Background: an optimization exercise with open tools, aiming at small area. Do not read the settings as production practice. Where RTL was checked, it was by simulation tests only, not by an equivalence proof against the original.

## conv1
module conv1 (
  input clock,
  input reset,
  input vld_in,
  input [5:0][15:0] in,
  output vld_out,
  output [63:0][15:0] out
);
Settings: LEC_CHECK=0, CAP_MARGIN=20, CORE_MARGIN=2, CORE_UTILIZATION=40, SLEW_MARGIN=20; clock period 6.0 ns.
standard.sh (not shown) runs the stock make flow with config.mk's settings and CLKGATE_MAP_FILE= SYNTH_SCRIPT=/design/flow/synth_recipe.tcl, a recipe that flattens the netlist after the stock synthesis.
==> flow/flow/run.sh <==
#!/bin/bash
# Layout flow: standard synthesis (for the register list), then the hand-mapped
# adder netlist generated by flow/gen.py from flow/plan.json replaces the
# synthesized netlist; the rest is the standard ORFS flow, with port buffers
# of the smallest buffer cell.
set -eo pipefail
R=orfs/results/sky130hd/conv1/base
bash standard.sh synth > std_synth.log 2>&1
cp $R/1_2_yosys.v std_1_2_yosys.v
python3 flow/gen.py flow/plan.json std_1_2_yosys.v hand_netlist.v > gen.log 2>&1
cp hand_netlist.v $R/1_2_yosys.v
rm -f $R/1_synth.odb
bash standard.sh BUFFER_PORTS_ARGS="-buffer_cell sky130_fd_sc_hd__buf_1" finish > std_finish.log 2>&1
Other scripts of this flow, unchanged in this note and not shown: flow/flow/gen.py, flow/flow/nlgen2.py, flow/flow/plan.json
The baseline ended with an error in I/O pin placement (3_2_place_iop).
==> next run, changes <==
--- a/flow/flow/run.sh
+++ b/flow/flow/run.sh
@@ -12,2 +12,2 @@
 rm -f $R/1_synth.odb
-bash standard.sh BUFFER_PORTS_ARGS="-buffer_cell sky130_fd_sc_hd__buf_1" finish > std_finish.log 2>&1
+bash standard.sh BUFFER_PORTS_ARGS="-buffer_cell sky130_fd_sc_hd__buf_1" PLACE_PINS_ARGS="-min_distance 1 -min_distance_in_tracks" finish > std_finish.log 2>&1
Settings changed: CORE_UTILIZATION 40 to 35.
Outcome: The new run finished but fails on setup timing; area after synthesis does not change; synthesized cell count is unchanged.
Function was not checked in any run of this note: the RTL went through the layout flow alone.

========
Another version of the RTL of conv1 (not shown whole).
Size: about 5000 cells after synthesis, about 0.041 mm² of cells after synthesis.
==> flow/config.mk <==
export PLATFORM = sky130hd
export DESIGN_NAME = conv1
export DESIGN_NICKNAME = conv1
export VERILOG_FILES = /design/flow/design.v
export SDC_FILE = /design/flow/constraint.sdc
export NUM_CORES = 8
export LEC_CHECK = 0
export CAP_MARGIN = 20
export CORE_MARGIN = 2
export CORE_UTILIZATION = 50
export GPL_TIMING_DRIVEN = 1
export SETUP_SLACK_MARGIN = 0.05
export SLEW_MARGIN = 20
==> flow/constraint.sdc <==
create_clock -name core_clock -period 6.0 [get_ports {clock}]
set_input_delay 1.2000 -clock core_clock [delete_from_list [all_inputs] [get_ports {clock}]]
set_output_delay 1.2000 -clock core_clock [all_outputs]
set_load 0.01 [all_outputs]
==> flow/flow/run.sh <==
#!/bin/bash
# Layout flow: standard synthesis (for the register list), then the hand-mapped
# adder netlist generated by flow/gen.py from flow/plan.json replaces the
# synthesized netlist; the rest is the standard ORFS flow, with port buffers
# of the smallest buffer cell.
set -eo pipefail
R=orfs/results/sky130hd/conv1/base
bash standard.sh synth > std_synth.log 2>&1
cp $R/1_2_yosys.v std_1_2_yosys.v
python3 flow/gen.py flow/plan.json std_1_2_yosys.v hand_netlist.v > gen.log 2>&1
cp hand_netlist.v $R/1_2_yosys.v
rm -f $R/1_synth.odb
bash standard.sh BUFFER_PORTS_ARGS="-buffer_cell sky130_fd_sc_hd__buf_1" PLACE_PINS_ARGS="-min_distance 1 -min_distance_in_tracks" POST_GLOBAL_PLACE_TCL=$PWD/flow/post_gpl.tcl finish > std_finish.log 2>&1
Other scripts of this flow, unchanged in this note and not shown: flow/flow/gen.py, flow/flow/nlgen3.py, flow/flow/plan.json, flow/flow/post_gpl.tcl
The baseline failed in global routing.
Next try:
--- a/flow/flow/run.sh
+++ b/flow/flow/run.sh
@@ -12,2 +12,2 @@
 rm -f $R/1_synth.odb
-bash standard.sh BUFFER_PORTS_ARGS="-buffer_cell sky130_fd_sc_hd__buf_1" PLACE_PINS_ARGS="-min_distance 1 -min_distance_in_tracks" POST_GLOBAL_PLACE_TCL=$PWD/flow/post_gpl.tcl finish > std_finish.log 2>&1
+bash standard.sh BUFFER_PORTS_ARGS="-buffer_cell sky130_fd_sc_hd__buf_1" PLACE_PINS_ARGS="-min_distance 1 -min_distance_in_tracks" POST_GLOBAL_PLACE_TCL=$PWD/flow/post_gpl.tcl ROUTING_LAYER_ADJUSTMENT=0.15 finish > std_finish.log 2>&1
The changed run died in global routing on GRT-0116.
Area after synthesis does not change.
Synthesized cell count does not change.
Next try:
--- a/flow/flow/run.sh
+++ b/flow/flow/run.sh
@@ -12,2 +12,2 @@
 rm -f $R/1_synth.odb
-bash standard.sh BUFFER_PORTS_ARGS="-buffer_cell sky130_fd_sc_hd__buf_1" PLACE_PINS_ARGS="-min_distance 1 -min_distance_in_tracks" POST_GLOBAL_PLACE_TCL=$PWD/flow/post_gpl.tcl ROUTING_LAYER_ADJUSTMENT=0.15 finish > std_finish.log 2>&1
+bash standard.sh BUFFER_PORTS_ARGS="-buffer_cell sky130_fd_sc_hd__buf_1" PLACE_PINS_ARGS="-min_distance 1 -min_distance_in_tracks" POST_GLOBAL_PLACE_TCL=$PWD/flow/post_gpl.tcl GLOBAL_ROUTE_ARGS="-congestion_iterations 100 -congestion_report_iter_step 5 -verbose -allow_congestion" finish > std_finish.log 2>&1
The new run produced a clean layout; area after synthesis does not change; synthesized cell count stays the same.
No functional check of the RTL was part of any run of this note.

========
== run F ==
Another version of the RTL of conv1 (not shown whole).
Size: about 4800 cells after synthesis, roughly 39000 sq um of cells after synthesis.
Settings: LEC_CHECK=0, CAP_MARGIN=20, CORE_MARGIN=2, CORE_UTILIZATION=55, CTS_CLUSTER_DIAMETER=80, CTS_CLUSTER_SIZE=25, GPL_TIMING_DRIVEN=0, SETUP_SLACK_MARGIN=0.15, SLEW_MARGIN=20; clock period 6.0 ns.
==> flow/flow/run.sh <==
#!/bin/bash
# Layout flow: standard synthesis (for the register list), then the hand-mapped
# adder netlist generated by flow/gen.py from flow/plan.json replaces the
# synthesized netlist; the rest is the standard ORFS flow, with port buffers
# of the smallest buffer cell.
set -eo pipefail
R=orfs/results/sky130hd/conv1/base
bash standard.sh synth > std_synth.log 2>&1
cp $R/1_2_yosys.v std_1_2_yosys.v
python3 flow/gen.py flow/plan.json std_1_2_yosys.v hand_netlist.v > gen.log 2>&1
cp hand_netlist.v $R/1_2_yosys.v
rm -f $R/1_synth.odb
bash standard.sh BUFFER_PORTS_ARGS="-buffer_cell sky130_fd_sc_hd__buf_1" PLACE_PINS_ARGS="-min_distance 1 -min_distance_in_tracks" POST_GLOBAL_PLACE_TCL=$PWD/flow/post_gpl.tcl finish > std_finish.log 2>&1
Other scripts of this flow, unchanged in this note and not shown: flow/flow/gen.py, flow/flow/nlgen3.py, flow/flow/plan.json, flow/flow/post_gpl.tcl
The inputs of run H differ from those of run F as listed below.
-- flow/flow/run.sh --
<<< run F, line 11
cp hand_netlist.v $R/1_2_yosys.v
rm -f $R/1_synth.odb
bash standard.sh BUFFER_PORTS_ARGS="-buffer_cell sky130_fd_sc_hd__buf_1" PLACE_PINS_ARGS="-min_distance 1 -min_distance_in_tracks" POST_GLOBAL_PLACE_TCL=$PWD/flow/post_gpl.tcl finish > std_finish.log 2>&1
>>> run H, line 11
cp hand_netlist.v $R/1_2_yosys.v
rm -f $R/1_synth.odb
bash standard.sh BUFFER_PORTS_ARGS="-buffer_cell sky130_fd_sc_hd__buf_1" PLACE_PINS_ARGS="-min_distance 1 -min_distance_in_tracks" POST_GLOBAL_PLACE_TCL=$PWD/flow/post_gpl.tcl CTS_ARGS="-sink_clustering_enable -repair_clock_nets -sink_clustering_size 25 -sink_clustering_max_diameter 80 -dont_use_dummy_load" finish > std_finish.log 2>&1
--- outcome ---
Core util | run H vs run F | run H lower
Run H: worst setup slack after layout 0.014 ns above run F
Going from run F to run H, count of clock-buffer cells in the layout has decreased, ratio of final minimum period to clock period has decreased, time the worst path needs with I/O delays and setup has decreased.
Final cell count: run F vs run H, no meaningful difference
Against run F, wire length of the first global-routing pass in run H came out better.
Area growth from synthesis to layout, run H and run F: higher on run F

========
== run 1 ==
The RTL this note starts from:
==> flow/design.v <==
module conv1 (
  input clock,
  input reset,
  input vld_in,
  input [5:0][15:0] in,
  output vld_out,
  output [63:0][15:0] out
);
  reg vld_r;
  always @(posedge clock) vld_r <= vld_in & ~reset;
  assign vld_out = vld_r;
  wire [15:0] i0 = in[0];
  wire [15:0] i1 = in[1];
  wire [15:0] i2 = in[2];
  wire [15:0] i3 = in[3];
  wire [15:0] i4 = in[4];
  wire [15:0] i5 = in[5];
  wire [15:0] a0 = i2 + i4;
  wire [15:0] a1 = i1 + ~i3 + 16'd1;
  wire [15:0] a2 = i0 + i3;
  wire [15:0] a3 = i4 + i5;
  wire [15:0] a4 = i0 + i2;
  wire [15:0] a5 = i0 + ~i5 + 16'd1;
  wire [15:0] a6 = i4 + ~i5 + 16'd1;
  wire [15:0] a7 = i2 + ~a6;
  wire [15:0] a8 = i2 + a6;
  wire [15:0] a9 = ~i3 + a5 + 16'd1;
  wire [15:0] a10 = i1 + a4;
  wire [15:0] a11 = i1 + a6;
  wire [15:0] a12 = i0 + a1;
  wire [15:0] a13 = i1 + ~a3 + 16'd1;
  wire [15:0] a14 = i1 + a2;
  wire [15:0] a15 = i1 + a5;
  wire [15:0] a16 = ~a7 + ~a15 + 16'd1;
  wire [15:0] a17 = i4 + a9;
  wire [15:0] a18 = ~i2 + a14 + 16'd1;
  wire [15:0] a19 = ~i5 + a10;
  wire [15:0] a20 = a1 + ~a5 + 16'd1;
  wire [15:0] a21 = a3 + a10;
  wire [15:0] a22 = ~a0 + ~a9 + 16'd2;
  wire [15:0] a23 = ~a8 + ~a14 + 16'd2;
  reg [15:0] r0;
  always @(posedge clock) r0 <= a7;
  reg [15:0] r1;
  always @(posedge clock) r1 <= a8;
  reg [15:0] r2;
  always @(posedge clock) r2 <= a0;
  reg [15:0] r3;
  always @(posedge clock) r3 <= a1;
  reg [15:0] r4;
  always @(posedge clock) r4 <= a2;
  reg [15:0] r5;
  always @(posedge clock) r5 <= a9;
  reg [15:0] r6;
  always @(posedge clock) r6 <= i3;
  reg [15:0] r7;
  always @(posedge clock) r7 <= a16;
  reg [15:0] r8;
  always @(posedge clock) r8 <= a10;
  reg [15:0] r9;
  always @(posedge clock) r9 <= a11;
  reg [15:0] r10;
  always @(posedge clock) r10 <= a12;
  reg [15:0] r11;
  always @(posedge clock) r11 <= i2;
  reg [15:0] r12;
  always @(posedge clock) r12 <= a13;
  reg [15:0] r13;
  always @(posedge clock) r13 <= a3;
  reg [15:0] r14;
  always @(posedge clock) r14 <= i1;
  reg [15:0] r15;
  always @(posedge clock) r15 <= a21;
  reg [15:0] r16;
  always @(posedge clock) r16 <= a14;
  reg [15:0] r17;
  always @(posedge clock) r17 <= a4;
  reg [15:0] r18;
  always @(posedge clock) r18 <= a17;
  reg [15:0] r19;
  always @(posedge clock) r19 <= a22;
  reg [15:0] r20;
  always @(posedge clock) r20 <= a5;
  reg [15:0] r21;
  always @(posedge clock) r21 <= a18;
  reg [15:0] r22;
  always @(posedge clock) r22 <= a23;
  reg [15:0] r23;
  always @(posedge clock) r23 <= a19;
  reg [15:0] r24;
  always @(posedge clock) r24 <= a15;
  reg [15:0] r25;
  always @(posedge clock) r25 <= a20;
  wire [15:0] b0 = r1 + ~r2 + 16'd1;
  wire [15:0] b1 = r3 + ~r12 + 16'd1;
  wire [15:0] b2 = ~r4 + r20 + 16'd1;
  wire [15:0] b3 = r7 + r16;
  wire [15:0] b4 = r0 + r6 + 16'd1;
  wire [15:0] b5 = r2 + ~r3 + 16'd1;
  wire [15:0] b6 = ~r11 + r12 + 16'd1;
  wire [15:0] b7 = r19 + r24;
  wire [15:0] b8 = r17 + ~r23;
  wire [15:0] b9 = r5 + ~r10 + 16'd1;
  wire [15:0] b10 = ~r15 + r17 + 16'd1;
  wire [15:0] b11 = ~r8 + ~r19 + 16'd2;
  wire [15:0] b12 = ~r16 + r20 + 16'd1;
  wire [15:0] b13 = r0 + r3 + 16'd1;
  wire [15:0] b14 = r2 + r3;
  wire [15:0] b15 = r0 + r14 + 16'd1;
  wire [15:0] b16 = r8 + ~r20 + 16'd1;
  wire [15:0] b17 = ~r0 + ~r9 + r18 + 16'd1;
  wire [15:0] b18 = ~r13 + ~r9 + r18 + 16'd2;
  wire [15:0] b19 = ~r14 + r18 + 16'd1;
  wire [15:0] b20 = r4 + ~r9 + 16'd1;
  wire [15:0] b21 = ~r13 + r25 + 16'd1;
  wire [15:0] b22 = r14 + r19;
  wire [15:0] b23 = ~r9 + r17 + 16'd1;
  wire [15:0] b24 = r3 + r19;
  wire [15:0] b25 = ~r12 + r17 + 16'd1;
  wire [15:0] b26 = ~r13 + ~r11 + r25 + 16'd2;
  wire [15:0] b27 = ~r2 + r5 + 16'd1;
  wire [15:0] b28 = r11 + ~r18 + 16'd1;
  wire [15:0] b29 = r2 + ~r4 + 16'd1;
  wire [15:0] b30 = r0 + ~r4 + 16'd2;
  wire [15:0] b31 = r5 + r11;
  wire [15:0] b32 = r11 + r20;
  wire [15:0] b33 = r8 + ~r12 + 16'd1;
  wire [15:0] b34 = r3 + r7;
  wire [15:0] b35 = ~r0 + ~r4 + 16'd1;
  wire [15:0] b36 = ~r1 + r10 + 16'd1;
  wire [15:0] b37 = ~r0 + r10;
  wire [15:0] b38 = r13 + ~r21 + 16'd1;
  wire [15:0] b39 = r13 + r21;
  wire [15:0] b40 = ~r2 + r23 + 16'd2;
  wire [15:0] b41 = r1 + ~r8 + 16'd1;
  wire [15:0] b42 = ~r0 + ~r10 + 16'd1;
  wire [15:0] b43 = r6 + ~r23;
  wire [15:0] b44 = ~r6 + r15 + 16'd1;
  wire [15:0] b45 = r8 + ~r13 + 16'd1;
  wire [15:0] b46 = ~r6 + ~r23 + 16'd1;
  wire [15:0] b47 = r6 + r15;
  assign out[0] = b44;
  assign out[1] = b32;
  assign out[2] = b23;
  assign out[3] = r18;
  assign out[4] = r7;
  assign out[5] = b41;
  assign out[6] = b6;
  assign out[7] = b2;
  assign out[8] = b9;
  assign out[9] = b15;
  assign out[10] = r19;
  assign out[11] = b18;
  assign out[12] = b22;
  assign out[13] = b25;
  assign out[14] = b17;
  assign out[15] = b34;
  assign out[16] = r1;
  assign out[17] = r14;
  assign out[18] = b38;
  assign out[19] = b33;
  assign out[20] = r25;
  assign out[21] = b0;
  assign out[22] = r15;
  assign out[23] = b29;
  assign out[24] = r5;
  assign out[25] = b19;
  assign out[26] = b8;
  assign out[27] = b40;
  assign out[28] = r24;
  assign out[29] = b26;
  assign out[30] = r20;
  assign out[31] = b39;
  assign out[32] = b10;
  assign out[33] = b20;
  assign out[34] = b35;
  assign out[35] = r21;
  assign out[36] = b28;
  assign out[37] = b43;
  assign out[38] = b30;
  assign out[39] = b31;
  assign out[40] = b24;
  assign out[41] = b7;
  assign out[42] = b12;
  assign out[43] = b13;
  assign out[44] = r21;
  assign out[45] = b16;
  assign out[46] = b42;
  assign out[47] = b37;
  assign out[48] = b36;
  assign out[49] = r22;
  assign out[50] = 16'd0;
  assign out[51] = b1;
  assign out[52] = b46;
  assign out[53] = b4;
  assign out[54] = b45;
  assign out[55] = b3;
  assign out[56] = b12;
  assign out[57] = b14;
  assign out[58] = b11;
  assign out[59] = b47;
  assign out[60] = b21;
  assign out[61] = b27;
  assign out[62] = b5;
  assign out[63] = r12;
endmodule
clock: 6.0 ns
lec_check: 0
cap_margin: 20
core_margin: 2
core_utilization: 55
cts_cluster_diameter: 80
cts_cluster_size: 25
gpl_timing_driven: 0
place_density: 0.7
setup_slack_margin: 0.08
slew_margin: 20
==> flow/flow/run.sh <==
#!/bin/bash
# Layout flow: standard synthesis (for the register list), then the hand-mapped
# adder netlist generated by flow/gen.py from flow/plan.json replaces the
# synthesized netlist; the rest is the standard ORFS flow, with port buffers
# of the smallest buffer cell.
set -eo pipefail
R=orfs/results/sky130hd/conv1/base
bash standard.sh synth > std_synth.log 2>&1
cp $R/1_2_yosys.v std_1_2_yosys.v
python3 flow/gen.py flow/plan.json std_1_2_yosys.v hand_netlist.v > gen.log 2>&1
cp hand_netlist.v $R/1_2_yosys.v
rm -f $R/1_synth.odb
bash standard.sh BUFFER_PORTS_ARGS="-buffer_cell sky130_fd_sc_hd__buf_1" PLACE_PINS_ARGS="-min_distance 1 -min_distance_in_tracks" POST_GLOBAL_PLACE_TCL=$PWD/flow/post_gpl.tcl CTS_ARGS="-sink_clustering_enable -repair_clock_nets -sink_clustering_size 25 -sink_clustering_max_diameter 80 -dont_use_dummy_load" finish > std_finish.log 2>&1
Other scripts of this flow, unchanged in this note and not shown: flow/flow/gen.py, flow/flow/nlgen3.py, flow/flow/plan.json, flow/flow/post_gpl.tcl
Run 1 ended with every stage complete and zero timing, DRC or antenna violations.
Edits applied to the flow inputs when going from run 1 to run 2:
Settings: PLACE_DENSITY removed (was 0.7).
## What came out
- Run 1 → run 2: DRC marker count from the first detailed-route iteration now smaller, floorplan row count stayed essentially flat, all-layer global routing usage fell by 2.7 points.

==> port drivers added, routing unchanged <==
How much do the figures lean on ideal ports? The routed layouts below were timed once more, with nothing changed but the port constraints. Step 1 sets driving cells, clkbuf_16 on the clock port and buf_2 on the other inputs (assumed; they add their load-dependent delay and slew). Step 2 times the ports against the registers' clock, not the clock port: input delays grow and output delays shrink by t, the midpoint of the rising clock arrivals with the driver on. Slacks: ideal / step 1 / step 2; pairs: ideal / step 1.
run	shift t [ns]	slack for setup (ns)	latest minus earliest clock arrival (ns)	slew at the worst register clock pin (ns)
the second run of note 1	0.644	-0.079 / -0.155 / -0.467	0.038 / 0.038	0.07 / 0.07
the third run of note 2	0.679	0.147 / 0.071 / -0.314	0.035 / 0.035	0.07 / 0.07
run F	0.644	0.149 / 0.164 / -0.473	0.045 / 0.044	0.09 / 0.09
run H	0.626	0.162 / 0.202 / -0.416	0.082 / 0.082	0.09 / 0.09
run 1	0.639	0.196 / 0.123 / -0.395	0.113 / 0.114	0.11 / 0.11
run 2	0.633	0.196 / 0.138 / -0.400	0.059 / 0.060	0.10 / 0.10
Met with ideal ports but missed after step 2: setup timing in 5 of these runs. For run F, which loses most, drivers alone change the setup slack by +0.015 ns; drivers and shift together by -0.622 ns.
